This design comes from an exercise in tuning for small area on the open sky130 flow, not from production work.
Only simulation tests tie the RTL to the original design; equivalence was not proved.

## green
Design cpu, start of the top module:
module cpu(
    input         clock,
    input         reset,
    output [31:0] address_imem,
    input  [31:0] q_imem,
    output [31:0] address_dmem,
    output [31:0] data,
    output        wren,
    input  [31:0] q_dmem,
    output        ctrl_writeEnable,
    output [4:0]  ctrl_writeReg,
    output [31:0] data_writeReg
);
Size in the first run: about 1400 flip-flops, ~200 I/O pins, roughly 62000 um2 of cells after synthesis.
==> flow/config.mk <==
export PLATFORM = sky130hd
export DESIGN_NAME = cpu
export DESIGN_NICKNAME = cpu
export VERILOG_FILES = /design/flow/design.v
export SDC_FILE = /design/flow/constraint.sdc
export NUM_CORES = 4
export LEC_CHECK = 0
export CAP_MARGIN = 20
export CORE_MARGIN = 2
export CORE_UTILIZATION = 60
export CTS_CLUSTER_DIAMETER = 80
export CTS_CLUSTER_SIZE = 25
export PLACE_DENSITY = 0.75
export SLEW_MARGIN = 20
==> flow/constraint.sdc <==
create_clock -name core_clock -period 20.0 [get_ports {clock}]
set_input_delay 4.0000 -clock core_clock [delete_from_list [all_inputs] [get_ports {clock}]]
set_output_delay 4.0000 -clock core_clock [all_outputs]
set_load 0.01 [all_outputs]
standard.sh (not shown) runs the stock make flow with config.mk's settings and CLKGATE_MAP_FILE= SYNTH_SCRIPT=/design/flow/synth_recipe.tcl, a recipe that flattens the netlist after the stock synthesis.
==> flow/flow/run.sh <==
#!/bin/bash
# The standard layout (the standard.sh: ORFS synthesis with the standard flow's
# synthesis script, floorplan, placement, CTS and routing) with three changes
# that make it smaller:
#  - synthesis maps the logic with an area-oriented ABC script (flow/abc.script)
#    in place of ORFS's abc_speed.script; everything else in synthesis, the
#    flip-flop mapping and register names included, is the standard one;
#  - the port buffers that every input and output gets are buf_1 cells rather
#    than the 10 um2 delay buffers ORFS picks by default;
#  - clock tree synthesis inserts no dummy loads.
# Each tool's full output goes to ORFS's logs under orfs/logs; the make output
# goes to synth.log and standard.log here.
set -euo pipefail
export BUFFER_PORTS_ARGS="-buffer_cell sky130_fd_sc_hd__buf_1"
export CTS_ARGS="-sink_clustering_enable -repair_clock_nets -sink_clustering_size 25 -sink_clustering_max_diameter 80 -dont_use_dummy_load"

rm -rf scripts_abc
cp -r "$FLOW_HOME/scripts" scripts_abc
cp flow/abc.script scripts_abc/abc_speed.script
sed "s|CLKGATE_MAP_FILE= |CLKGATE_MAP_FILE= SCRIPTS_DIR=$PWD/scripts_abc |" standard.sh > standard_abc.sh
grep -q "SCRIPTS_DIR=$PWD/scripts_abc" standard_abc.sh
bash standard_abc.sh synth > synth.log 2>&1
bash standard.sh > standard.log 2>&1
==> flow/flow/abc.script <==
strash
&get -n
&st
&syn2
&dch -f
&nf -R 1000 -p -C 32
&st
&syn2
&dch -f
&nf -R 1000 -p -C 32
&st
&syn2
&dch -f
&nf -R 1000 -p -C 32
&put
buffer -c
topo
stime -c
upsize -c
dnsize -c
The inputs of orange differ from those of green as listed below.
diff --git a/flow/design.v b/flow/design.v
--- a/flow/design.v
+++ b/flow/design.v
@@ -341,15 +341,15 @@
         else if (pipe_on) w_we <= m_chg;
     always @(negedge clock)
         if (pipe_on) begin
             w_val <= ({32{m_lw}} & q_dmem) | ({32{~m_lw & (m_jal | m_setx)}} & b_m)
                    | ({32{~m_lw & ~m_jal & ~m_setx}} & o_m);
             w_rd  <= m_setx ? 5'd30 : m_jal ? 5'd31 : rd_m;
         end
     assign address_imem     = pc;
     assign address_dmem     = o_m;
-    assign wren             = m_sw;
+    assign wren             = m_sw & ~reset;
     assign data             = (w_we & (w_rd == rd_m)) ? w_val : b_m;
     assign ctrl_writeEnable = w_we;
     assign ctrl_writeReg    = w_rd;
     assign data_writeReg    = w_val;
 endmodule
Results
- orange | stages: all done | timing, DRC, antenna: all pass
- Against green, setup slack in orange came out worse.
- Comparing orange and green, the lower met2 usage in global routing is on orange.
- On total via count after detailed routing, green tracks orange almost exactly.
- Diff green -> orange: wire length the detailed router placed on met1 climbed about 4.5%, final area barely changed, clock tree cell share of total cell area barely changed, share of the final layout cell area in sequential cells barely changed.
- Diff green -> orange | critical path depth | up by a little under 10%
- Summary: with green as the reference, wire length on met2 in orange moved down by a few percent.
- In terms of total die area, green and orange differ only marginally.
